This design comes from an exercise in tuning for small area on the open sky130 flow, not from production work. Function was not checked in any run shown here: the RTL went through the layout flow alone. Power figures rest on the tool's default switching activity, not on a simulated workload.

[design.v]
module fifo_router (
    input            clock,
    input            resetn,
    input            write_enb,
    input            soft_reset,
    input            read_enb,
    input      [7:0] data_in,
    output           empty,
    output           full,
    output     [7:0] data_out
);
    reg [7:0] mem [0:15];
    reg [3:0] wr_ptr, rd_ptr;
    reg       last_push;
    reg       out_vld;
    wire same = (wr_ptr == rd_ptr);
    assign empty = same & ~last_push;
    assign full  = same & last_push;
    wire push = write_enb & ~full;
    wire pop  = read_enb & ~empty;
    wire [7:0] rd_data = mem[rd_ptr];
    assign data_out = out_vld ? rd_data : 8'h00;
    always @(posedge clock) begin
        if (!resetn || soft_reset) begin
            wr_ptr    <= 4'h0;
            rd_ptr    <= 4'h0;
            last_push <= 1'b0;
        end else begin
            wr_ptr <= wr_ptr + push;
            rd_ptr <= rd_ptr + pop;
            if (push != pop)
                last_push <= push;
        end
    end
    always @(posedge clock) begin
        if (!resetn || soft_reset)
            out_vld <= 1'b0;
        else
            out_vld <= pop & ~(|data_out);
    end
    integer i;
    always @(posedge clock) begin
        for (i = 0; i < 16; i = i + 1)
            if (push && wr_ptr == ((i + 15) % 16))
                mem[i] <= data_in;
    end
endmodule
module router_sync (
    input      clock,
    input      resetn,
    input      vld,
    input      read_enb,
    output reg soft_reset
);
    reg [4:0] count;
    always @(posedge clock) begin
        if (!resetn || !vld || read_enb) begin
            soft_reset <= 1'b0;
            count      <= 5'd0;
        end else if (count <= 5'd29) begin
            soft_reset <= 1'b0;
            count      <= count + 5'd1;
        end else begin
            soft_reset <= 1'b1;
            count      <= 5'd0;
        end
    end
endmodule
module router_reg (
    input            clock,
    input            resetn,
    input            pkt_valid,
    input      [7:0] data_in,
    input            fifo_full,
    input            detect_add,
    input            ld_state,
    input            laf_state,
    input            rst_int_reg,
    output reg       parity_done,
    output reg       low_pkt_valid,
    output reg       error,
    output reg [7:0] dout
);
    reg [7:0] full_byte, parity;
    wire ld_ok   = ld_state & ~fifo_full;
    wire par_in  = (ld_ok & ~pkt_valid) | (laf_state & ~parity_done & low_pkt_valid);
    always @(posedge clock)
        if (ld_state && fifo_full)
            full_byte <= data_in;
    always @(posedge clock) begin
        if (!resetn)
            dout <= 8'h00;
        else if (ld_ok)
            dout <= data_in;
        else if (laf_state)
            dout <= full_byte;
    end
    always @(posedge clock) begin
        if (detect_add)
            parity <= data_in;
        else if (ld_ok || par_in)
            parity <= parity ^ data_in;
    end
    always @(posedge clock) begin
        if (!resetn || detect_add || rst_int_reg)
            parity_done <= 1'b0;
        else if (par_in)
            parity_done <= 1'b1;
    end
    always @(posedge clock) begin
        if (!resetn)
            low_pkt_valid <= 1'b0;
        else if (ld_state && !pkt_valid)
            low_pkt_valid <= 1'b1;
    end
    always @(posedge clock) begin
        if (!resetn)
            error <= 1'b0;
        else
            error <= parity_done & (|parity);
    end
endmodule
module router_fsm (
    input        clock,
    input        resetn,
    input        pkt_valid,
    input        parity_done,
    input  [2:0] soft_reset,
    input        low_pkt_valid,
    input  [2:0] fifo_empty,
    input  [2:0] fifo_full_n,
    input  [1:0] data_in,
    output       busy,
    output       detect_add,
    output       ld_state,
    output       laf_state,
    output       rst_int_reg,
    output       fifo_full,
    output reg [1:0] wr_sel
);
    localparam DECODE_ADDRESS     = 3'b000;
    localparam LOAD_FIRST_DATA    = 3'b001;
    localparam LOAD_DATA          = 3'b010;
    localparam FIFO_FULL_STATE    = 3'b011;
    localparam LOAD_AFTER_FULL    = 3'b100;
    localparam LOAD_PARITY        = 3'b101;
    localparam CHECK_PARITY_ERROR = 3'b110;
    localparam WAIT_TILL_EMPTY    = 3'b111;
    reg [2:0] state, next_state;
    reg [1:0] addr;
    wire addr_empty = (addr == 2'd0) ? fifo_empty[0] :
                      (addr == 2'd1) ? fifo_empty[1] :
                      (addr == 2'd2) ? fifo_empty[2] : 1'b0;
    assign fifo_full = (addr == 2'd0) ? fifo_full_n[0] :
                       (addr == 2'd1) ? fifo_full_n[1] :
                       (addr == 2'd2) ? fifo_full_n[2] : 1'b0;
    wire addr_sr    = (addr == 2'd0) ? soft_reset[0] :
                      (addr == 2'd1) ? soft_reset[1] :
                      (addr == 2'd2) ? soft_reset[2] : 1'b0;
    wire in_empty   = (data_in == 2'd0) ? fifo_empty[0] :
                      (data_in == 2'd1) ? fifo_empty[1] : fifo_empty[2];
    assign detect_add  = (state == DECODE_ADDRESS);
    assign ld_state    = (state == LOAD_DATA);
    assign laf_state   = (state == LOAD_AFTER_FULL);
    assign rst_int_reg = (state == CHECK_PARITY_ERROR);
    assign busy        = !(detect_add || ld_state);
    wire write_enb_reg = ld_state || laf_state || (state == LOAD_PARITY);
    always @(posedge clock) begin
        if (!resetn)
            addr <= 2'b00;
        else if (detect_add)
            addr <= data_in;
    end
    always @(posedge clock)
        wr_sel <= write_enb_reg ? addr : 2'b11;
    always @(posedge clock) begin
        if (!resetn || addr_sr)
            state <= DECODE_ADDRESS;
        else
            state <= next_state;
    end
    always @(*) begin
        case (state)
            DECODE_ADDRESS:
                if (pkt_valid && data_in != 2'b11)
                    next_state = in_empty ? LOAD_FIRST_DATA : WAIT_TILL_EMPTY;
                else
                    next_state = DECODE_ADDRESS;
            LOAD_FIRST_DATA:
                next_state = LOAD_DATA;
            LOAD_DATA:
                if (fifo_full)
                    next_state = FIFO_FULL_STATE;
                else if (!pkt_valid)
                    next_state = LOAD_PARITY;
                else
                    next_state = LOAD_DATA;
            FIFO_FULL_STATE:
                next_state = fifo_full ? FIFO_FULL_STATE : LOAD_AFTER_FULL;
            LOAD_AFTER_FULL:
                if (parity_done)
                    next_state = DECODE_ADDRESS;
                else if (low_pkt_valid)
                    next_state = LOAD_PARITY;
                else
                    next_state = LOAD_DATA;
            LOAD_PARITY:
                next_state = CHECK_PARITY_ERROR;
            CHECK_PARITY_ERROR:
                next_state = fifo_full ? CHECK_PARITY_ERROR : DECODE_ADDRESS;
            default:  
                next_state = addr_empty ? LOAD_FIRST_DATA : WAIT_TILL_EMPTY;
        endcase
    end
endmodule
module router_top (
    input           clock,
    input           resetn,
    input           read_enb_0,
    input           read_enb_1,
    input           read_enb_2,
    input           pkt_valid,
    input  [7:0]    data_in,
    output          valid_out_0,
    output          valid_out_1,
    output          valid_out_2,
    output          error,
    output          busy,
    output [7:0]    data_out_0,
    output [7:0]    data_out_1,
    output [7:0]    data_out_2
);
    wire       fifo_full, detect_add, ld_state, laf_state, rst_int_reg;
    wire       parity_done, low_pkt_valid;
    wire [7:0] dout;
    wire [1:0] wr_sel;
    wire [2:0] empty, full, soft_reset;
    assign valid_out_0 = ~empty[0];
    assign valid_out_1 = ~empty[1];
    assign valid_out_2 = ~empty[2];
    router_reg register (
        .clock(clock), .resetn(resetn), .pkt_valid(pkt_valid), .data_in(data_in),
        .fifo_full(fifo_full), .detect_add(detect_add), .ld_state(ld_state),
        .laf_state(laf_state), .rst_int_reg(rst_int_reg), .parity_done(parity_done),
        .low_pkt_valid(low_pkt_valid), .error(error), .dout(dout));
    router_fsm fsm (
        .clock(clock), .resetn(resetn), .pkt_valid(pkt_valid), .parity_done(parity_done),
        .soft_reset(soft_reset), .low_pkt_valid(low_pkt_valid), .fifo_empty(empty),
        .fifo_full_n(full), .data_in(data_in[1:0]), .busy(busy), .detect_add(detect_add),
        .ld_state(ld_state), .laf_state(laf_state), .rst_int_reg(rst_int_reg),
        .fifo_full(fifo_full), .wr_sel(wr_sel));
    router_sync sync_0 (.clock(clock), .resetn(resetn), .vld(~empty[0]), .read_enb(read_enb_0), .soft_reset(soft_reset[0]));
    router_sync sync_1 (.clock(clock), .resetn(resetn), .vld(~empty[1]), .read_enb(read_enb_1), .soft_reset(soft_reset[1]));
    router_sync sync_2 (.clock(clock), .resetn(resetn), .vld(~empty[2]), .read_enb(read_enb_2), .soft_reset(soft_reset[2]));
    fifo_router fifo_0 (.clock(clock), .resetn(resetn), .write_enb(wr_sel == 2'd0), .soft_reset(soft_reset[0]),
        .read_enb(read_enb_0), .data_in(dout), .empty(empty[0]), .full(full[0]), .data_out(data_out_0));
    fifo_router fifo_1 (.clock(clock), .resetn(resetn), .write_enb(wr_sel == 2'd1), .soft_reset(soft_reset[1]),
        .read_enb(read_enb_1), .data_in(dout), .empty(empty[1]), .full(full[1]), .data_out(data_out_1));
    fifo_router fifo_2 (.clock(clock), .resetn(resetn), .write_enb(wr_sel == 2'd2), .soft_reset(soft_reset[2]),
        .read_enb(read_enb_2), .data_in(dout), .empty(empty[2]), .full(full[2]), .data_out(data_out_2));
endmodule
[run.sh]
#!/bin/bash
# synth_recipe.tcl (not shown) runs the flow's synth.tcl, then flattens the netlist and writes it again
# the make line also repeats each setting of config.mk as NAME=value (left out here)
make -C /OpenROAD-flow-scripts/flow DESIGN_CONFIG=/design/flow/config.mk WORK_HOME=/design/flow/orfs CLKGATE_MAP_FILE= SYNTH_SCRIPT=/design/flow/synth_recipe.tcl finish
[config.mk]
export PLATFORM = sky130hd
export DESIGN_NAME = router_top
export DESIGN_NICKNAME = router_top
export VERILOG_FILES = /design/flow/design.v
export SDC_FILE = /design/flow/constraint.sdc
export NUM_CORES = 4
export LEC_CHECK = 0
export ABC_AREA = 1
export CAP_MARGIN = 20
export CORE_MARGIN = 2
export CORE_UTILIZATION = 40
export SLEW_MARGIN = 20
[constraint.sdc]
create_clock -name core_clock -period 5.0 [get_ports {clock}]
set_input_delay 1.0000 -clock core_clock [delete_from_list [all_inputs] [get_ports {clock}]]
set_output_delay 1.0000 -clock core_clock [all_outputs]
set_load 0.01 [all_outputs]
==> run summary, run 1 <==
run status timing/DRC/antenna clean; number of port buffers 42; Syn Area/Cell 10.9 sq um; # clock sinks ~470; vias in the first global route between 10,000 and 15,000; RSZ-0062 raised after global routing false; maximum operating frequency 0.237 GHz; largest net degree at the start of global routing 50; sequential area share after synthesis 0.708; Cell Rows 79; Unique masters post-synth 38; grt total ovfl 0; Total Routed Length roughly 47 mm; Syn Nets 1,765; reg2reg end fifo_0.mem[2][4]$_DFFE_PP_; DIE WIDTH approximately 220 microns; CTS resizes 0; Post-synth ARST share 0; core box area approximately 47,000 sq um; WHS Path Cells 2; die area 48,800 sq um; Post-CTS Repair Setup Buffers 0; # DRC 0; area of the mapped netlist roughly 19,000 sq um; number of fillers in the final layout 4,276; Final Power ~10 mW; minimum clock period 4.23 ns; dpl cell area between 20,000 and 25,000 sq um; Clock transition at path regs about 0.060 ns; Slew headroom 0.300; area grow syn2layout 14.3%; final hold violations 0; EDFF count, synth 400; Hold WC Path Type reg -> reg; # hold bufs at CTS 0; final antenna diode count 0; RR Startpoint fifo_0.wr_ptr[2]$_SDFF_PP0_; synth cell count leaders 591 x nand2_1, 400 x edfxtp_1, 270 x nor2_1; top cells by area, synth edfxtp_1 64%, nand2_1 12%, dfxtp_1 7.0%; top cell type's share of synthesized area 0.638; type of origin of the critical path flip-flop; Layout Skew about 0.045 ns; DR iter-0 viols about 1,300; critical path class reg -> out; CP Capture Type output port; Critical Path RT ~4 ns; Worst EP arrival ~3.2 ns; Finish-stage setup viols 0; first-pass GRT wire length a little over 70 mm; worst-skew pair later-pin latency 0.60 ns; leak pwr between 8 and 9 nW; vias ~13,000; clock root buffer clkbuf_16; leading area contributor after synthesis edfxtp_1; post-route cell area ~22,000 sq um; Bufs on Longest Clock Path 3; Final Max Slew Viols 0; I/O pin cnt between 40 and 50; Initial Util 0.405; number of CTS-inserted buffers 50; H-tree lvl count 2; average wire per standard cell 19.0 microns; worst reg2reg setup slack ~2.5 ns; crit path to data_out_2[1]; dominant synthesized flop cell edfxtp_1; Hold Slack between 0.4 and 0.5 ns; Yosys reg bits 466; crit share post-route 0.845; Slew @ Worst Pin about 1.0 ns; share of cells above drive strength 1 0.0536; Post-DP HPWL ~30 mm; Peak VDD IR 0.301 mV; max cap viols 0; post-route ant nets 0; Die H roughly 220 microns; drt via density slightly above 5; DRT Pass-1 Iters 5; cell with the most instances after synthesis nand2_1; setup TNS 0 ns; CTS tree done; worst setup path startpoint fifo_2.rd_ptr[2]$_SDFF_PP0_; Ys Warns 5; Total GRT Usage 0.192; initial antenna violation count 0; Power Density approximately 450 nW/um^2; Mapped Cells 1,733; FF-to-FF path depth 9; Final Wtd Congestion 0.894; Nets approximately 1,900; crit path max fanout 8
## critical path, cell delays in order, from the launching register on
cell and delay [ns]:
dfxtp_1 0.51, nand2_1 0.18, nor2_1 0.60, nand2_1 0.11, nand2_1 0.10, nor2_1 0.07
nand4_1 0.15, nor2_1 0.08, or2_1 0.23, inv_1 0.06, clkdlybuf4s50_1 0.53
## flip-flops by register name, indices dropped and copies added, names as in the netlist, 2 cells and up
name                cells
fifo_0.mem            128
fifo_1.mem            128
fifo_2.mem            128
register.dout           8
register.full_byte      8
register.parity         8
sync_0.count            5
sync_1.count            5
sync_2.count            5
fifo_0.rd_ptr           4
fifo_0.wr_ptr           4
fifo_1.rd_ptr           4
fifo_1.wr_ptr           4
fifo_2.rd_ptr           4
fifo_2.wr_ptr           4
fsm.state               3
fsm.addr                2
fsm.wr_sel              2
## worst min-delay path by stage
stage                                                   start                                   to  slack, ns
after floorplan                    sync_0.count[0]$_SDFF_PP0_           sync_0.count[0]$_SDFF_PP0_       0.44
final                     register.low_pkt_valid$_SDFFE_PN0P_  register.low_pkt_valid$_SDFFE_PN0P_       0.48
after CTS                 register.low_pkt_valid$_SDFFE_PN0P_  register.low_pkt_valid$_SDFFE_PN0P_       0.48
after global routing               sync_2.count[0]$_SDFF_PP0_           sync_2.count[0]$_SDFF_PP0_       0.51
after detailed placement  register.low_pkt_valid$_SDFFE_PN0P_  register.low_pkt_valid$_SDFFE_PN0P_       0.47
after global placement             sync_1.count[0]$_SDFF_PP0_           sync_1.count[0]$_SDFF_PP0_       0.46
## cells by family (layout without fill, tap and decap cells)
logic type,Yosys count,in the layout,synth area share
and+or+nand+nor,991,991,0.211
DFF,466,466,0.708
buffers and inverters,150,283,0.0316
AOI/OAI and AO/OA,79,79,0.0236
xor gates and xnor gates,28,28,0.0130
adders and majority gates,18,18,0.0120
muxes,1,1,0.000598
## final cells by class
class                      count  area [sq um]  area share
clock inverter                21           130     0.00604
sequential                   466         13300       0.620
multi-input combinational   1117          4910       0.228
inverter                     140           527      0.0245
timing repair buffer          49           473      0.0220
clock buffer                  73          1390      0.0645
tap                          607           759      0.0353
## routing by layer
metal  track usage  wire [microns]  up-vias
met5             0               0        -
met4        0.0585            1030        0
met3        0.0332            3510       65
met2         0.309           21800      477
met1         0.266           20600     6025
li1              -               -     5997
## power by group
group / leakage, nW / switching, mW / internal, mW
clock network: 0.734 / 1.49 / 1.93
registers: 4.24 / 0.204 / 4.71
logic: 3.07 / 1.02 / 0.367
## through the flow
step	std cells	setup WS [ns]	utilization
after floorplan	1733	2.59	-
after global placement	2379	1.41	0.430
after detailed placement	2379	1.45	0.430
after CTS	2473	0.789	0.462
after global routing	2473	0.608	0.462
final	2473	0.775	0.462
## placed cells by master, fill, tap and decap left out, types with 4 or more instances in the layout
| cell type | instances |
|---|---|
| clkbuf_8 | 5 |
| edfxtp_1 | 400 |
| xnor2_1 | 10 |
| xor2_1 | 18 |
| a22o_1 | 4 |
| nor3_1 | 10 |
| dfxtp_2 | 7 |
| clkinv_1 | 8 |
| inv_1 | 135 |
| nand4_1 | 47 |
| o21bai_1 | 4 |
| o21ai_0 | 38 |
| ha_1 | 18 |
| nand2_2 | 4 |
| clkinv_2 | 6 |
| nor2_1 | 270 |
| inv_2 | 4 |
| nand3_1 | 56 |
| clkbuf_1 | 18 |
| clkbuf_16 | 50 |
| clkdlybuf4s50_1 | 42 |
| dfxtp_1 | 58 |
| nand2_1 | 591 |
| a21oi_1 | 25 |
| buf_4 | 7 |
==> run 2, diff against run 1 <==
--- a/design.v
+++ b/design.v
@@ -12,23 +12,22 @@
     reg [7:0] mem [0:15];
-    reg [3:0] wr_ptr, rd_ptr;
-    reg       last_push;
+    reg [4:0] count;
     reg       out_vld;
-    wire same = (wr_ptr == rd_ptr);
-    assign empty = same & ~last_push;
-    assign full  = same & last_push;
+    assign empty = (count == 5'd0);
+    assign full  = count[4];
     wire push = write_enb & ~full;
     wire pop  = read_enb & ~empty;
-    wire [7:0] rd_data = mem[rd_ptr];
+    wire [3:0] a = count[3:0];
+    wire [7:0] m0 = a[1] ? (a[0] ? mem[3]  : mem[2])  : (a[0] ? mem[1]  : mem[0]);
+    wire [7:0] m1 = a[1] ? (a[0] ? mem[7]  : mem[6])  : (a[0] ? mem[5]  : mem[4]);
+    wire [7:0] m2 = a[1] ? (a[0] ? mem[11] : mem[10]) : (a[0] ? mem[9]  : mem[8]);
+    wire [7:0] m3 = a[1] ? (a[0] ? mem[15] : mem[14]) : (a[0] ? mem[13] : mem[12]);
+    wire [7:0] rd_data = a[3] ? (a[2] ? m3 : m2) : (a[2] ? m1 : m0);
     assign data_out = out_vld ? rd_data : 8'h00;
     always @(posedge clock) begin
-        if (!resetn || soft_reset) begin
-            wr_ptr    <= 4'h0;
-            rd_ptr    <= 4'h0;
-            last_push <= 1'b0;
-        end else begin
-            wr_ptr <= wr_ptr + push;
-            rd_ptr <= rd_ptr + pop;
-            if (push != pop)
-                last_push <= push;
-        end
+        if (!resetn || soft_reset)
+            count <= 5'd0;
+        else if (push && !pop)
+            count <= count + 5'd1;
+        else if (pop && !push)
+            count <= count - 5'd1;
     end
@@ -42,5 +41,7 @@
     always @(posedge clock) begin
-        for (i = 0; i < 16; i = i + 1)
-            if (push && wr_ptr == ((i + 15) % 16))
-                mem[i] <= data_in;
+        if (push) begin
+            mem[0] <= data_in;
+            for (i = 1; i < 16; i = i + 1)
+                mem[i] <= mem[i - 1];
+        end
     end
@@ -59,8 +60,5 @@
             count      <= 5'd0;
-        end else if (count <= 5'd29) begin
-            soft_reset <= 1'b0;
-            count      <= count + 5'd1;
         end else begin
-            soft_reset <= 1'b1;
-            count      <= 5'd0;
+            soft_reset <= (count == 5'b10000);
+            count      <= {count[3:0], ~(count[4] ^ count[2])};
         end
@@ -138,3 +136,3 @@
     output       fifo_full,
-    output reg [1:0] wr_sel
+    output [2:0] write_enb
 );
@@ -167,10 +165,11 @@
     wire write_enb_reg = ld_state || laf_state || (state == LOAD_PARITY);
-    always @(posedge clock) begin
-        if (!resetn)
-            addr <= 2'b00;
-        else if (detect_add)
+    always @(posedge clock)
+        if (detect_add)
             addr <= data_in;
-    end
+    reg write_d;
     always @(posedge clock)
-        wr_sel <= write_enb_reg ? addr : 2'b11;
+        write_d <= write_enb_reg;
+    assign write_enb[0] = write_d && addr == 2'd0;
+    assign write_enb[1] = write_d && addr == 2'd1;
+    assign write_enb[2] = write_d && addr == 2'd2;
     always @(posedge clock) begin
@@ -235,3 +234,3 @@
     wire [7:0] dout;
-    wire [1:0] wr_sel;
+    wire [2:0] write_enb;
     wire [2:0] empty, full, soft_reset;
@@ -250,3 +249,3 @@
         .ld_state(ld_state), .laf_state(laf_state), .rst_int_reg(rst_int_reg),
-        .fifo_full(fifo_full), .wr_sel(wr_sel));
+        .fifo_full(fifo_full), .write_enb(write_enb));
     router_sync sync_0 (.clock(clock), .resetn(resetn), .vld(~empty[0]), .read_enb(read_enb_0), .soft_reset(soft_reset[0]));
@@ -254,7 +253,7 @@
     router_sync sync_2 (.clock(clock), .resetn(resetn), .vld(~empty[2]), .read_enb(read_enb_2), .soft_reset(soft_reset[2]));
-    fifo_router fifo_0 (.clock(clock), .resetn(resetn), .write_enb(wr_sel == 2'd0), .soft_reset(soft_reset[0]),
+    fifo_router fifo_0 (.clock(clock), .resetn(resetn), .write_enb(write_enb[0]), .soft_reset(soft_reset[0]),
         .read_enb(read_enb_0), .data_in(dout), .empty(empty[0]), .full(full[0]), .data_out(data_out_0));
-    fifo_router fifo_1 (.clock(clock), .resetn(resetn), .write_enb(wr_sel == 2'd1), .soft_reset(soft_reset[1]),
+    fifo_router fifo_1 (.clock(clock), .resetn(resetn), .write_enb(write_enb[1]), .soft_reset(soft_reset[1]),
         .read_enb(read_enb_1), .data_in(dout), .empty(empty[1]), .full(full[1]), .data_out(data_out_1));
-    fifo_router fifo_2 (.clock(clock), .resetn(resetn), .write_enb(wr_sel == 2'd2), .soft_reset(soft_reset[2]),
+    fifo_router fifo_2 (.clock(clock), .resetn(resetn), .write_enb(write_enb[2]), .soft_reset(soft_reset[2]),
         .read_enb(read_enb_2), .data_in(dout), .empty(empty[2]), .full(full[2]), .data_out(data_out_2));
==> flow/run.sh (new file) <==
#!/bin/bash
# The standard layout with three changes:
#  - synthesis covers multiplexer trees with 4:1 multiplexer cells before ABC maps
#    the rest (registers are mapped exactly as in the standard synthesis);
#  - port buffers are plain buf_1 cells;
#  - the clock tree uses clkbuf_8 buffers in small clusters, without dummy loads.
# Each tool's output goes to a log file here; ORFS keeps its own logs under orfs/logs.
set -uo pipefail
HERE=$PWD

# Synthesis script: synth_recipe.tcl with ORFS's synth.tcl replaced by a copy
# that runs muxcover before ABC.
sed 's|^  log_cmd abc {\*}\$abc_args$|  muxcover -mux4\n  techmap -map '"$HERE"'/flow/mux4_map.v\n  log_cmd abc {*}$abc_args|' \
    "$FLOW_HOME/scripts/synth.tcl" > "$HERE/flow_synth.tcl"
if ! grep -q '^  muxcover -mux4$' "$HERE/flow_synth.tcl"; then
    echo "run.sh: could not patch synth.tcl" >&2
    exit 1
fi
sed 's|^source \$::env(SCRIPTS_DIR)/synth.tcl$|source '"$HERE"'/flow_synth.tcl|' synth_recipe.tcl > "$HERE/flow_synth_recipe.tcl"
if ! grep -q "flow_synth.tcl" "$HERE/flow_synth_recipe.tcl"; then
    echo "run.sh: could not patch synth_recipe.tcl" >&2
    exit 1
fi
sed 's|SYNTH_SCRIPT=[^ ]*synth_recipe.tcl|SYNTH_SCRIPT='"$HERE"'/flow_synth_recipe.tcl|' standard.sh > "$HERE/flow_standard.sh"
if ! grep -q "flow_synth_recipe.tcl" "$HERE/flow_standard.sh"; then
    echo "run.sh: could not patch standard.sh" >&2
    exit 1
fi

export BUFFER_PORTS_ARGS="-buffer_cell sky130_fd_sc_hd__buf_1"
export CTS_ARGS="-sink_clustering_enable -repair_clock_nets -dont_use_dummy_load -buf_list sky130_fd_sc_hd__clkbuf_8 -sink_clustering_size 16 -sink_clustering_max_diameter 60"
bash "$HERE/flow_standard.sh" > "$HERE/flow_standard.log" 2>&1
==> flow/mux4_map.v (new file) <==
// Maps Yosys's 4:1 multiplexer cell (from muxcover) to the platform's mux4.
module \$_MUX4_ (A, B, C, D, S, T, Y);
    input A, B, C, D, S, T;
    output Y;
    sky130_fd_sc_hd__mux4_2 _TECHMAP_REPLACE_ (.A0(A), .A1(B), .A2(C), .A3(D), .S0(S), .S1(T), .X(Y));
endmodule
==> standard.sh (new file) <==
#!/bin/bash
# synth_recipe.tcl (not shown) runs the flow's synth.tcl, then flattens the netlist and writes it again
# the make line also repeats each setting of config.mk as NAME=value (left out here)
make -C /OpenROAD-flow-scripts/flow DESIGN_CONFIG=/design/flow/config.mk WORK_HOME=/design/flow/orfs CLKGATE_MAP_FILE= SYNTH_SCRIPT=/design/flow/synth_recipe.tcl "${@:-finish}"
removed: run.sh
==> run summary, run 2 <==
run status timing/DRC/antenna clean; CTS resizes 0; dpl cell area ~19,000 sq um; max cap viols 0; critical path class reg -> out; cell with the most instances after synthesis edfxtp_1; worst path bufs/invs 3; leak pwr between 6 and 7 nW; number of CTS-inserted buffers 37; vias 8,350; H-tree lvl count 2; Clock transition at path regs ~0.10 ns; worst-skew pair later-pin latency ~0.6 ns; share of cells above drive strength 1 0.193; dominant synthesized flop cell edfxtp_1; Hold WC Path Type reg -> reg; drt via density between 5 and 6; Worst EP arrival ~3 ns; Crit path depth 6; clock root buffer clkbuf_8; Peak VDD IR between 0.15 and 0.2 mV; Initial Util 0.402; clock share of power 0.177; Largest regs fifo_0.mem: 128 flops, fifo_1.mem: 128 flops, fifo_2.mem: 128 flops; Slew @ Worst Pin approximately 1 ns; most frequent cells in the layout 402 x edfxtp_1, 120 x mux4_2, 111 x nand2_1; die area ~46,000 sq um; # clock sinks roughly 450; largest net degree at the start of global routing 97; Finish-stage setup viols 0; Cell Rows slightly below 80; RSZ-0062 raised after global routing false; maximum operating frequency ~0.25 GHz; Final Max Slew Viols 0; Total Routed Length approximately 30 mm; Layout Skew 0.0509 ns; Final Power between 9 and 10 mW; Critical Path RT roughly 4 ns; Sequential Power Share 0.539; Nets about 1,100; sw frac 0.311; top cells by area, synth edfxtp_1 68%, mux4_2 15%, dfxtp_1 5.8%; dpl cells between 1,500 and 2,000; Power Density slightly above 500 nW/um^2; synth cell count leaders 402 x edfxtp_1, 120 x mux4_2, 111 x nand2_1; I/O pin cnt between 40 and 50; FF-to-FF path depth 13; crit share post-route 0.802; leading area contributor after synthesis edfxtp_1; CTS tree done; family with the most delay on the worst path multiplexers; Die H around 210 microns; first-pass GRT wire length just under 50 mm; EDFF count, synth between 400 and 500; core box area about 44,000 sq um; non-filler cells, final between 1,500 and 2,000; Core Util, Final 0.440; crit path max fanout 29; Slowest-stage cell, CP mux4_2; Bufs on Longest Clock Path 3; switching pwr 3.11 mW; sequential area share after synthesis 0.741; top cell type's share of synthesized area 0.683; # DRC 0; Comb pwr share 0.284; final hold violations 0; Unique masters post-synth 28; area of the mapped netlist around 18,000 sq um; number of port buffers 42; initial antenna violation count 1; area grow syn2layout 9.30%; grt total ovfl 0; Total GRT Usage 0.135; average wire per standard cell between 15 and 20 microns; Post-synth ARST share 0; Final Wtd Congestion between 0.7 and 0.8; Syn Area/Cell approximately 19 sq um; minimum clock period 4.01 ns; Yosys reg bits between 400 and 500; Post-DP HPWL ~19 mm; type of origin of the critical path flip-flop; CP Capture Type output port; post-route ant nets 0; Ys Warns 5; DRT Pass-1 Iters 5; Pint 6.88 mW; most common cell after layout, fill and taps aside edfxtp_1; WHS Path Cells 2; # hold bufs at CTS 0; post-route cell area 19,300 sq um; Slowest Stage Delay on Critical Path ~0.57 ns; DR iter-0 viols slightly above 700; Mapped Cells between 900 and 1,000; CP Cell Sequence buf_4, mux4_2, mux4_2, nand2_1, inv_1, buf_1; vias in the first global route 8,378; CP dominant cell by count mux4_2; DIE WIDTH between 200 and 250 microns; Syn Nets just under 1,000; Slew headroom 0.333; Post-CTS Repair Setup Buffers 0
==> run 2: changes by cell type after synthesis, sizes merged, moves of 7 or more <==
| cell | before | now |
|---|---|---|
| a31oi | 0 | 9 |
| dfxtp | 66 | 51 |
| inv | 139 | 81 |
| mux4 | 0 | 120 |
| nand2 | 595 | 113 |
| nand3 | 57 | 25 |
| nand4 | 47 | 9 |
| nor2 | 275 | 55 |
| nor4 | 1 | 8 |
| o21ai | 38 | 8 |
| xor2 | 18 | 9 |
==> run 2: cells by family (layout without fill, tap and decap cells) <==
| kind of cell | after synthesis | in the layout | synth area share |
|---|---|---|---|
| buf+inv | 87 | 174 | 0.0189 |
| xor+xnor | 17 | 17 | 0.00843 |
| other cells | 0 | 2 | 0 |
| simple gates | 217 | 217 | 0.0532 |
| flops | 453 | 453 | 0.741 |
| mux | 120 | 120 | 0.153 |
| compound gates | 41 | 41 | 0.0130 |
| fa+ha+maj | 16 | 16 | 0.0126 |
==> run 2: worst reg2reg max path, delay by kind of cell (launching register included) <==
family                     cells  cell delay [ns]
buffers and inverters          2             0.64
and+or+nand+nor                6             0.87
DFF                            1             0.52
xor gates and xnor gates       1             0.15
adders and majority gates      2             0.49
AOI/OAI and AO/OA              2             0.28
==> run 2: metrics by stage <==
stage	hold slack [ns]	worst slack, ns	TNS [ns]
2_1_floorplan	0.415	-1.47	-102.59
3_3_place_gp	0.424	1.56	0
3_5_place_dp	0.429	1.54	0
4_1_cts	0.429	0.853	0
5_1_grt	0.429	0.749	0
6_report	0.427	0.989	0
==> run 2: power by group through the flow <==
stage	sequential, mW	combinational, mW	clock, mW
6_report	5.38	2.84	1.77
2_1_floorplan	5.43	2.11	0
4_1_cts	5.41	2.90	1.88
3_3_place_gp	5.48	2.85	0
5_1_grt	5.48	3.13	2.00
3_5_place_dp	5.49	2.89	0
==> run 2: final timing paths <==
kind | slack, ns | end | start
setup / recovery | 0.99 | data_out_0[1] | fifo_0.count[0]$_SDFFE_PP0P_
hold / removal | 0.43 | sync_1.count[1]$_SDFF_PP0_ | sync_1.count[0]$_SDFF_PP0_
setup reg to reg | 1.96 | fifo_0.count[4]$_SDFFE_PP0P_ | fifo_0.count[0]$_SDFFE_PP0P_
hold reg to reg | 0.43 | sync_1.count[1]$_SDFF_PP0_ | sync_1.count[0]$_SDFF_PP0_
==> run 2: layout make-up <==
type	count	area, sq um
Antenna cell	2	5.00
Clock buffer	37	509
Fill cell	3845	24600
Inverter	82	308
Multi-Input combinational cell	411	4360
Sequential cell	453	13100
Tap cell	592	741
Timing Repair Buffer	55	297
==> run 2: layer usage <==
metal,routed length (microns),share of wire,vias up,GRT usage
met3,1250,0.041,41,0.0234
met5,0,0,-,0
met2,13800,0.46,153,0.201
met1,14700,0.48,4294,0.202
met4,615,0.020,0,0.0449
li1,-,-,3862,-
==> run 3, diff against run 2 <==
--- a/design.v
+++ b/design.v
@@ -18,9 +18,10 @@
     wire pop  = read_enb & ~empty;
-    wire [3:0] a = count[3:0];
-    wire [7:0] m0 = a[1] ? (a[0] ? mem[3]  : mem[2])  : (a[0] ? mem[1]  : mem[0]);
-    wire [7:0] m1 = a[1] ? (a[0] ? mem[7]  : mem[6])  : (a[0] ? mem[5]  : mem[4]);
-    wire [7:0] m2 = a[1] ? (a[0] ? mem[11] : mem[10]) : (a[0] ? mem[9]  : mem[8]);
-    wire [7:0] m3 = a[1] ? (a[0] ? mem[15] : mem[14]) : (a[0] ? mem[13] : mem[12]);
-    wire [7:0] rd_data = a[3] ? (a[2] ? m3 : m2) : (a[2] ? m1 : m0);
-    assign data_out = out_vld ? rd_data : 8'h00;
+    wire [127:0] mem_flat;
+    genvar g;
+    generate
+        for (g = 0; g < 16; g = g + 1) begin : flat
+            assign mem_flat[g*8 +: 8] = mem[g];
+        end
+    endgenerate
+    fifo_rdmux rdmux (.d(mem_flat), .sel(count[3:0]), .en(out_vld), .y(data_out));
     always @(posedge clock) begin
@@ -47,2 +48,10 @@
     end
+endmodule
+module fifo_rdmux (
+    input  [127:0] d,
+    input  [3:0]   sel,
+    input          en,
+    output [7:0]   y
+);
+    assign y = en ? d[sel*8 +: 8] : 8'h00;
 endmodule
--- a/flow/run.sh
+++ b/flow/run.sh
@@ -2,4 +2,6 @@
 # The standard layout with three changes:
-#  - synthesis covers multiplexer trees with 4:1 multiplexer cells before ABC maps
-#    the rest (registers are mapped exactly as in the standard synthesis);
+#  - synthesis replaces the FIFO read multiplexer module (fifo_rdmux) with the
+#    gate-level version in flow/fifo_rdmux_gates.v (same function, made by
+#    gen/gen_rdmux.py); everything else, registers included, is synthesized
+#    exactly as in the standard synthesis;
 #  - port buffers are plain buf_1 cells;
@@ -11,6 +13,6 @@
 # Synthesis script: synth_recipe.tcl with ORFS's synth.tcl replaced by a copy
-# that runs muxcover before ABC.
-sed 's|^  log_cmd abc {\*}\$abc_args$|  muxcover -mux4\n  techmap -map '"$HERE"'/flow/mux4_map.v\n  log_cmd abc {*}$abc_args|' \
+# that reads the gate-level multiplexer over the RTL one.
+sed 's|^read_checkpoint \$::env(RESULTS_DIR)/1_1_yosys_canonicalize.rtlil$|&\nread_verilog -overwrite '"$HERE"'/flow/fifo_rdmux_gates.v|' \
     "$FLOW_HOME/scripts/synth.tcl" > "$HERE/flow_synth.tcl"
-if ! grep -q '^  muxcover -mux4$' "$HERE/flow_synth.tcl"; then
+if ! grep -q 'fifo_rdmux_gates.v' "$HERE/flow_synth.tcl"; then
     echo "run.sh: could not patch synth.tcl" >&2
==> flow/fifo_rdmux_gates.v (new file) <==
// Generated by gen/gen_rdmux.py; gate-level version of fifo_rdmux.
module fifo_rdmux (
    input  [127:0] d,
    input  [3:0]   sel,
    input          en,
    output [7:0]   y
);
    wire [3:0] nsel;
    wire [3:0] nlo, nhi;
    wire [15:0] s;
    wire [47:0] t;
    wire [15:0] u;
    sky130_fd_sc_hd__inv_1 g1 (.A(sel[0]), .Y(nsel[0]));
    sky130_fd_sc_hd__inv_1 g2 (.A(sel[1]), .Y(nsel[1]));
    sky130_fd_sc_hd__inv_1 g3 (.A(sel[2]), .Y(nsel[2]));
    sky130_fd_sc_hd__inv_1 g4 (.A(sel[3]), .Y(nsel[3]));
    sky130_fd_sc_hd__nand2_1 g5 (.A(nsel[0]), .B(nsel[1]), .Y(nlo[0]));
    sky130_fd_sc_hd__nand2_1 g6 (.A(sel[0]), .B(nsel[1]), .Y(nlo[1]));
    sky130_fd_sc_hd__nand2_1 g7 (.A(nsel[0]), .B(sel[1]), .Y(nlo[2]));
    sky130_fd_sc_hd__nand2_1 g8 (.A(sel[0]), .B(sel[1]), .Y(nlo[3]));
    sky130_fd_sc_hd__nand3_1 g9 (.A(en), .B(nsel[2]), .C(nsel[3]), .Y(nhi[0]));
    sky130_fd_sc_hd__nand3_1 g10 (.A(en), .B(sel[2]), .C(nsel[3]), .Y(nhi[1]));
    sky130_fd_sc_hd__nand3_1 g11 (.A(en), .B(nsel[2]), .C(sel[3]), .Y(nhi[2]));
    sky130_fd_sc_hd__nand3_1 g12 (.A(en), .B(sel[2]), .C(sel[3]), .Y(nhi[3]));
    sky130_fd_sc_hd__nor2_1 g13 (.A(nhi[0]), .B(nlo[0]), .Y(s[0]));
    sky130_fd_sc_hd__nor2_1 g14 (.A(nhi[0]), .B(nlo[1]), .Y(s[1]));
    sky130_fd_sc_hd__nor2_1 g15 (.A(nhi[0]), .B(nlo[2]), .Y(s[2]));
    sky130_fd_sc_hd__nor2_1 g16 (.A(nhi[0]), .B(nlo[3]), .Y(s[3]));
    sky130_fd_sc_hd__nor2_1 g17 (.A(nhi[1]), .B(nlo[0]), .Y(s[4]));
    sky130_fd_sc_hd__nor2_1 g18 (.A(nhi[1]), .B(nlo[1]), .Y(s[5]));
    sky130_fd_sc_hd__nor2_1 g19 (.A(nhi[1]), .B(nlo[2]), .Y(s[6]));
    sky130_fd_sc_hd__nor2_1 g20 (.A(nhi[1]), .B(nlo[3]), .Y(s[7]));
    sky130_fd_sc_hd__nor2_1 g21 (.A(nhi[2]), .B(nlo[0]), .Y(s[8]));
    sky130_fd_sc_hd__nor2_1 g22 (.A(nhi[2]), .B(nlo[1]), .Y(s[9]));
    sky130_fd_sc_hd__nor2_1 g23 (.A(nhi[2]), .B(nlo[2]), .Y(s[10]));
    sky130_fd_sc_hd__nor2_1 g24 (.A(nhi[2]), .B(nlo[3]), .Y(s[11]));
    sky130_fd_sc_hd__nor2_1 g25 (.A(nhi[3]), .B(nlo[0]), .Y(s[12]));
    sky130_fd_sc_hd__nor2_1 g26 (.A(nhi[3]), .B(nlo[1]), .Y(s[13]));
    sky130_fd_sc_hd__nor2_1 g27 (.A(nhi[3]), .B(nlo[2]), .Y(s[14]));
    sky130_fd_sc_hd__nor2_1 g28 (.A(nhi[3]), .B(nlo[3]), .Y(s[15]));
    sky130_fd_sc_hd__a222oi_1 g29 (.A1(s[0]), .A2(d[0]), .B1(s[1]), .B2(d[8]), .C1(s[2]), .C2(d[16]), .Y(t[0]));
    sky130_fd_sc_hd__a222oi_1 g30 (.A1(s[3]), .A2(d[24]), .B1(s[4]), .B2(d[32]), .C1(s[5]), .C2(d[40]), .Y(t[1]));
    sky130_fd_sc_hd__a222oi_1 g31 (.A1(s[6]), .A2(d[48]), .B1(s[7]), .B2(d[56]), .C1(s[8]), .C2(d[64]), .Y(t[2]));
    sky130_fd_sc_hd__a222oi_1 g32 (.A1(s[9]), .A2(d[72]), .B1(s[10]), .B2(d[80]), .C1(s[11]), .C2(d[88]), .Y(t[3]));
    sky130_fd_sc_hd__a222oi_1 g33 (.A1(s[12]), .A2(d[96]), .B1(s[13]), .B2(d[104]), .C1(s[14]), .C2(d[112]), .Y(t[4]));
    sky130_fd_sc_hd__nand2_1 g34 (.A(s[15]), .B(d[120]), .Y(t[5]));
    sky130_fd_sc_hd__nand3_1 g35 (.A(t[0]), .B(t[1]), .C(t[2]), .Y(u[0]));
    sky130_fd_sc_hd__nand3_1 g36 (.A(t[3]), .B(t[4]), .C(t[5]), .Y(u[1]));
    sky130_fd_sc_hd__or2_1 g37 (.A(u[0]), .B(u[1]), .X(y[0]));
    sky130_fd_sc_hd__a222oi_1 g38 (.A1(s[0]), .A2(d[1]), .B1(s[1]), .B2(d[9]), .C1(s[2]), .C2(d[17]), .Y(t[6]));
    sky130_fd_sc_hd__a222oi_1 g39 (.A1(s[3]), .A2(d[25]), .B1(s[4]), .B2(d[33]), .C1(s[5]), .C2(d[41]), .Y(t[7]));
    sky130_fd_sc_hd__a222oi_1 g40 (.A1(s[6]), .A2(d[49]), .B1(s[7]), .B2(d[57]), .C1(s[8]), .C2(d[65]), .Y(t[8]));
    sky130_fd_sc_hd__a222oi_1 g41 (.A1(s[9]), .A2(d[73]), .B1(s[10]), .B2(d[81]), .C1(s[11]), .C2(d[89]), .Y(t[9]));
    sky130_fd_sc_hd__a222oi_1 g42 (.A1(s[12]), .A2(d[97]), .B1(s[13]), .B2(d[105]), .C1(s[14]), .C2(d[113]), .Y(t[10]));
    sky130_fd_sc_hd__nand2_1 g43 (.A(s[15]), .B(d[121]), .Y(t[11]));
    sky130_fd_sc_hd__nand3_1 g44 (.A(t[6]), .B(t[7]), .C(t[8]), .Y(u[2]));
    sky130_fd_sc_hd__nand3_1 g45 (.A(t[9]), .B(t[10]), .C(t[11]), .Y(u[3]));
    sky130_fd_sc_hd__or2_1 g46 (.A(u[2]), .B(u[3]), .X(y[1]));
    sky130_fd_sc_hd__a222oi_1 g47 (.A1(s[0]), .A2(d[2]), .B1(s[1]), .B2(d[10]), .C1(s[2]), .C2(d[18]), .Y(t[12]));
    sky130_fd_sc_hd__a222oi_1 g48 (.A1(s[3]), .A2(d[26]), .B1(s[4]), .B2(d[34]), .C1(s[5]), .C2(d[42]), .Y(t[13]));
    sky130_fd_sc_hd__a222oi_1 g49 (.A1(s[6]), .A2(d[50]), .B1(s[7]), .B2(d[58]), .C1(s[8]), .C2(d[66]), .Y(t[14]));
    sky130_fd_sc_hd__a222oi_1 g50 (.A1(s[9]), .A2(d[74]), .B1(s[10]), .B2(d[82]), .C1(s[11]), .C2(d[90]), .Y(t[15]));
    sky130_fd_sc_hd__a222oi_1 g51 (.A1(s[12]), .A2(d[98]), .B1(s[13]), .B2(d[106]), .C1(s[14]), .C2(d[114]), .Y(t[16]));
    sky130_fd_sc_hd__nand2_1 g52 (.A(s[15]), .B(d[122]), .Y(t[17]));
    sky130_fd_sc_hd__nand3_1 g53 (.A(t[12]), .B(t[13]), .C(t[14]), .Y(u[4]));
    sky130_fd_sc_hd__nand3_1 g54 (.A(t[15]), .B(t[16]), .C(t[17]), .Y(u[5]));
    sky130_fd_sc_hd__or2_1 g55 (.A(u[4]), .B(u[5]), .X(y[2]));
    sky130_fd_sc_hd__a222oi_1 g56 (.A1(s[0]), .A2(d[3]), .B1(s[1]), .B2(d[11]), .C1(s[2]), .C2(d[19]), .Y(t[18]));
    sky130_fd_sc_hd__a222oi_1 g57 (.A1(s[3]), .A2(d[27]), .B1(s[4]), .B2(d[35]), .C1(s[5]), .C2(d[43]), .Y(t[19]));
    sky130_fd_sc_hd__a222oi_1 g58 (.A1(s[6]), .A2(d[51]), .B1(s[7]), .B2(d[59]), .C1(s[8]), .C2(d[67]), .Y(t[20]));
    sky130_fd_sc_hd__a222oi_1 g59 (.A1(s[9]), .A2(d[75]), .B1(s[10]), .B2(d[83]), .C1(s[11]), .C2(d[91]), .Y(t[21]));
    sky130_fd_sc_hd__a222oi_1 g60 (.A1(s[12]), .A2(d[99]), .B1(s[13]), .B2(d[107]), .C1(s[14]), .C2(d[115]), .Y(t[22]));
    sky130_fd_sc_hd__nand2_1 g61 (.A(s[15]), .B(d[123]), .Y(t[23]));
    sky130_fd_sc_hd__nand3_1 g62 (.A(t[18]), .B(t[19]), .C(t[20]), .Y(u[6]));
    sky130_fd_sc_hd__nand3_1 g63 (.A(t[21]), .B(t[22]), .C(t[23]), .Y(u[7]));
    sky130_fd_sc_hd__or2_1 g64 (.A(u[6]), .B(u[7]), .X(y[3]));
    sky130_fd_sc_hd__a222oi_1 g65 (.A1(s[0]), .A2(d[4]), .B1(s[1]), .B2(d[12]), .C1(s[2]), .C2(d[20]), .Y(t[24]));
    sky130_fd_sc_hd__a222oi_1 g66 (.A1(s[3]), .A2(d[28]), .B1(s[4]), .B2(d[36]), .C1(s[5]), .C2(d[44]), .Y(t[25]));
    sky130_fd_sc_hd__a222oi_1 g67 (.A1(s[6]), .A2(d[52]), .B1(s[7]), .B2(d[60]), .C1(s[8]), .C2(d[68]), .Y(t[26]));
    sky130_fd_sc_hd__a222oi_1 g68 (.A1(s[9]), .A2(d[76]), .B1(s[10]), .B2(d[84]), .C1(s[11]), .C2(d[92]), .Y(t[27]));
    sky130_fd_sc_hd__a222oi_1 g69 (.A1(s[12]), .A2(d[100]), .B1(s[13]), .B2(d[108]), .C1(s[14]), .C2(d[116]), .Y(t[28]));
    sky130_fd_sc_hd__nand2_1 g70 (.A(s[15]), .B(d[124]), .Y(t[29]));
    sky130_fd_sc_hd__nand3_1 g71 (.A(t[24]), .B(t[25]), .C(t[26]), .Y(u[8]));
    sky130_fd_sc_hd__nand3_1 g72 (.A(t[27]), .B(t[28]), .C(t[29]), .Y(u[9]));
    sky130_fd_sc_hd__or2_1 g73 (.A(u[8]), .B(u[9]), .X(y[4]));
    sky130_fd_sc_hd__a222oi_1 g74 (.A1(s[0]), .A2(d[5]), .B1(s[1]), .B2(d[13]), .C1(s[2]), .C2(d[21]), .Y(t[30]));
    sky130_fd_sc_hd__a222oi_1 g75 (.A1(s[3]), .A2(d[29]), .B1(s[4]), .B2(d[37]), .C1(s[5]), .C2(d[45]), .Y(t[31]));
    sky130_fd_sc_hd__a222oi_1 g76 (.A1(s[6]), .A2(d[53]), .B1(s[7]), .B2(d[61]), .C1(s[8]), .C2(d[69]), .Y(t[32]));
    sky130_fd_sc_hd__a222oi_1 g77 (.A1(s[9]), .A2(d[77]), .B1(s[10]), .B2(d[85]), .C1(s[11]), .C2(d[93]), .Y(t[33]));
    sky130_fd_sc_hd__a222oi_1 g78 (.A1(s[12]), .A2(d[101]), .B1(s[13]), .B2(d[109]), .C1(s[14]), .C2(d[117]), .Y(t[34]));
    sky130_fd_sc_hd__nand2_1 g79 (.A(s[15]), .B(d[125]), .Y(t[35]));
    sky130_fd_sc_hd__nand3_1 g80 (.A(t[30]), .B(t[31]), .C(t[32]), .Y(u[10]));
    sky130_fd_sc_hd__nand3_1 g81 (.A(t[33]), .B(t[34]), .C(t[35]), .Y(u[11]));
    sky130_fd_sc_hd__or2_1 g82 (.A(u[10]), .B(u[11]), .X(y[5]));
    sky130_fd_sc_hd__a222oi_1 g83 (.A1(s[0]), .A2(d[6]), .B1(s[1]), .B2(d[14]), .C1(s[2]), .C2(d[22]), .Y(t[36]));
    sky130_fd_sc_hd__a222oi_1 g84 (.A1(s[3]), .A2(d[30]), .B1(s[4]), .B2(d[38]), .C1(s[5]), .C2(d[46]), .Y(t[37]));
    sky130_fd_sc_hd__a222oi_1 g85 (.A1(s[6]), .A2(d[54]), .B1(s[7]), .B2(d[62]), .C1(s[8]), .C2(d[70]), .Y(t[38]));
    sky130_fd_sc_hd__a222oi_1 g86 (.A1(s[9]), .A2(d[78]), .B1(s[10]), .B2(d[86]), .C1(s[11]), .C2(d[94]), .Y(t[39]));
    sky130_fd_sc_hd__a222oi_1 g87 (.A1(s[12]), .A2(d[102]), .B1(s[13]), .B2(d[110]), .C1(s[14]), .C2(d[118]), .Y(t[40]));
    sky130_fd_sc_hd__nand2_1 g88 (.A(s[15]), .B(d[126]), .Y(t[41]));
    sky130_fd_sc_hd__nand3_1 g89 (.A(t[36]), .B(t[37]), .C(t[38]), .Y(u[12]));
    sky130_fd_sc_hd__nand3_1 g90 (.A(t[39]), .B(t[40]), .C(t[41]), .Y(u[13]));
    sky130_fd_sc_hd__or2_1 g91 (.A(u[12]), .B(u[13]), .X(y[6]));
    sky130_fd_sc_hd__a222oi_1 g92 (.A1(s[0]), .A2(d[7]), .B1(s[1]), .B2(d[15]), .C1(s[2]), .C2(d[23]), .Y(t[42]));
    sky130_fd_sc_hd__a222oi_1 g93 (.A1(s[3]), .A2(d[31]), .B1(s[4]), .B2(d[39]), .C1(s[5]), .C2(d[47]), .Y(t[43]));
    sky130_fd_sc_hd__a222oi_1 g94 (.A1(s[6]), .A2(d[55]), .B1(s[7]), .B2(d[63]), .C1(s[8]), .C2(d[71]), .Y(t[44]));
    sky130_fd_sc_hd__a222oi_1 g95 (.A1(s[9]), .A2(d[79]), .B1(s[10]), .B2(d[87]), .C1(s[11]), .C2(d[95]), .Y(t[45]));
    sky130_fd_sc_hd__a222oi_1 g96 (.A1(s[12]), .A2(d[103]), .B1(s[13]), .B2(d[111]), .C1(s[14]), .C2(d[119]), .Y(t[46]));
    sky130_fd_sc_hd__nand2_1 g97 (.A(s[15]), .B(d[127]), .Y(t[47]));
    sky130_fd_sc_hd__nand3_1 g98 (.A(t[42]), .B(t[43]), .C(t[44]), .Y(u[14]));
    sky130_fd_sc_hd__nand3_1 g99 (.A(t[45]), .B(t[46]), .C(t[47]), .Y(u[15]));
    sky130_fd_sc_hd__or2_1 g100 (.A(u[14]), .B(u[15]), .X(y[7]));
endmodule
removed: flow/mux4_map.v
==> run summary, run 3 <==
run status timing/DRC/antenna clean; clock share of power 0.202; area grow syn2layout 8.86%; # clock sinks about 450; CP Capture Type output port; cell with the most instances after synthesis edfxtp_1; Post-DP HPWL around 23 mm; Nets ~1,200; Largest regs fifo_0.mem: 128 flops, fifo_1.mem: 128 flops, fifo_2.mem: 128 flops; Power Density between 400 and 500 nW/um^2; Post-CTS Repair Setup Buffers 0; Total GRT Usage 0.155; dominant synthesized flop cell edfxtp_1; most frequent cells in the layout 402 x edfxtp_1, 120 x a222oi_1, 109 x nand2_1; Slew @ Worst Pin 0.995 ns; most common cell after layout, fill and taps aside edfxtp_1; Critical Path RT around 4.0 ns; post-route cell area 18,400 sq um; top cells by area, synth edfxtp_1 71%, a222oi_1 7.1%, dfxtp_1 6.0%; dpl cells about 1,700; CP Cell Sequence inv_1, nand3_1, nor2_1, a222oi_1, nand3_1, or2_1, buf_1; post-synthesis mux area share 0; Synth Area in Compound Gates 0.0840; DRT Pass-1 Iters 9; synth cell count leaders 402 x edfxtp_1, 120 x a222oi_1, 112 x nand2_1; Sequential Power Share 0.589; xor and xnor area share after synthesis 0.0114; Reg area between 10,000 and 15,000 sq um; grt total ovfl 0; CP dominant cell by count nand3_1; Bufs on Longest Clock Path 3; Slowest Stage Delay on Critical Path approximately 0.56 ns; leak pwr around 6.0 nW; number of port buffers 42; core box area between 40,000 and 50,000 sq um; Core Util, Final 0.439; dpl cell area approximately 18,000 sq um; sequential area share after synthesis 0.775; Final Wtd Congestion between 0.8 and 0.9; type of origin of the critical path flip-flop; worst-skew pair later-pin latency 0.62 ns; Peak VDD IR between 0.2 and 0.25 mV; number of CTS-inserted buffers 37; Cell Rows 75; Unique masters post-synth 35; Post-synth ARST share 0; Pint roughly 6 mW; Slowest-stage cell, CP dfxtp_1; initial antenna violation count 0; Mapped Cells ~1,100; first-pass GRT wire length 53.6 mm; Synth Area in Adders 0.0132; Final Max Slew Viols 0; Finish-stage setup viols 0; Comb pwr share 0.209; leading area contributor after synthesis edfxtp_1; sw frac 0.314; number of fillers in the final layout 3,743; I/O pin cnt 43; Layout Skew around 0.075 ns; Syn Area/Cell approximately 16 sq um; post-synthesis simple-gate area fraction 0.100; Final Power just under 9 mW; critical path class reg -> out; family with the most delay on the worst path simple AND/OR/NAND/NOR gates; share of cells above drive strength 1 0.0773; Yosys reg bits 453; switching pwr 2.78 mW; post-route ant nets 0; maximum operating frequency around 0.26 GHz; Slew headroom 0.337; DIE WIDTH 209 microns; max cap viols 0; Worst EP arrival 2.79 ns; # hold bufs at CTS 0; vias just under 10,000; Initial Util 0.403; clock root buffer clkbuf_8; top cell type's share of synthesized area 0.715; CTS resizes 0; worst path bufs/invs 2; crit share post-route 0.759; H-tree lvl count 2; Syn Nets between 1,000 and 1,500; minimum clock period around 3.8 ns; Hold WC Path Type reg -> reg; final hold violations 0; CTS tree done; area of the multi-input gates about 3700 sq um; crit path max fanout 8; Total Routed Length 34.3 mm; Clock transition at path regs ~0.1 ns; DR iter-0 viols between 1,000 and 1,500; Die H roughly 210 microns; final antenna diode count 0; area of the mapped netlist roughly 17,000 sq um; die area roughly 44,000 sq um; average wire per standard cell slightly above 20 microns; drt via density approximately 5.7; largest net degree at the start of global routing 91; # DRC 0; Worst Setup Slack, final about 1.2 ns; pre-CTS setup slack 1.91 ns; vias in the first global route just over 9,000; EDFF count, synth 402; main combinational cell family by area after synthesis simple AND/OR/NAND/NOR gates; Ys Warns 5; non-filler cells, final ~1,700; RSZ-0062 raised after global routing false
[run 3: cell types whose count changed after synthesis, sizes merged, moves of 16 or more]
cell,delta
a222oi,+120
mux4,-120
nand3,+60
nor2,+52
or2,+24
inv,-16
[run 3: layer usage]
metal / wire length (microns) / up-vias / track usage
met3: 2310 / 40 / 0.0320
met4: 579 / 0 / 0.0382
met1: 16000 / 4870 / 0.235
li1: - / 4437 / -
met5: 0 / - / 0
met2: 15400 / 328 / 0.231
[run 3: final cells by class]
| cell class | count | area share |
|---|---|---|
| repair buffers | 48 | 0.0112 |
| well taps | 539 | 0.0367 |
| flip-flops and latches | 453 | 0.712 |
| multi-input cells | 560 | 0.199 |
| clock buffers | 37 | 0.0277 |
| inverters | 66 | 0.0135 |
[run 3: path summary, 6_finish.rpt]
check,start,end,slack [ns],depth (start not counted)
max,fifo_0.count[2]$_SDFFE_PP0P_,data_out_0[5],1.21,7
max reg2reg,fifo_0.count[2]$_SDFFE_PP0P_,fifo_0.out_vld$_SDFF_PP0_,2.18,9
min reg2reg,sync_1.count[1]$_SDFF_PP0_,sync_1.count[2]$_SDFF_PP0_,0.36,2
min,sync_1.count[1]$_SDFF_PP0_,sync_1.count[2]$_SDFF_PP0_,0.36,2
[run 3: stage by stage]
step                      setup TNS (ns)  hold slack, ns
final                                  0           0.363
after global routing                   0           0.378
after CTS                              0           0.361
after detailed placement               0           0.428
after global placement                 0           0.422
after floorplan                    -1.48           0.415
[run 3: logic make-up after synthesis]
kind of cell | count (synthesis)
buffers and inverters | 69
DFF | 453
adders and majority gates | 16
AOI/OAI and AO/OA | 160
xor gates and xnor gates | 22
and+or+nand+nor | 362
[run 3: power by group through the flow]
stage / Combinational [mW] / Sequential [mW] / Clock, mW
6_report: 1.85 / 5.23 / 1.79
5_1_grt: 2.08 / 5.30 / 2.02
4_1_cts: 1.87 / 5.24 / 1.88
3_5_place_dp: 1.86 / 5.31 / 0
3_3_place_gp: 1.83 / 5.30 / 0
2_1_floorplan: 1.36 / 5.18 / 0
[run 3: worst register-to-register path, cell delays in order (launching register included)]
cell	delay, ns
dfxtp_1	0.56
inv_1	0.11
nand3_1	0.18
nor2_1	0.19
a222oi_1	0.52
nand3_1	0.19
or2_1	0.32
nor4_1	0.42
nand4_1	0.17
nor2_1	0.11

-- port drivers added, routing unchanged --
The results above use ideal ports. As a check the final layouts listed here were re-extracted and re-timed, cells and wires unchanged. Step 1 sets driving cells, clkbuf_16 on the clock port and buf_2 on the other inputs (assumed; they add their load-dependent delay and slew). Step 2 moves the port delays by t, midway between the first and last clock arrival at a register: inputs arrive t later, outputs are due t later. That takes back most of the time a late clock gives input paths. Three values: ideal ports, drivers, drivers and shift; two values: the first two.
run	shift t [ns]	slack for setup (ns)	hold slack, ns	slew at the worst register clock pin (ns)
run 1	0.637	0.775 / 0.717 / 1.353	0.477 / 0.477 / 0.477	0.06 / 0.06
run 2	0.618	0.989 / 0.945 / 1.563	0.427 / 0.427 / 0.427	0.10 / 0.10
run 3	0.633	1.207 / 1.159 / 1.792	0.363 / 0.363 / 0.363	0.10 / 0.10
After both steps every run listed still meets setup and hold.
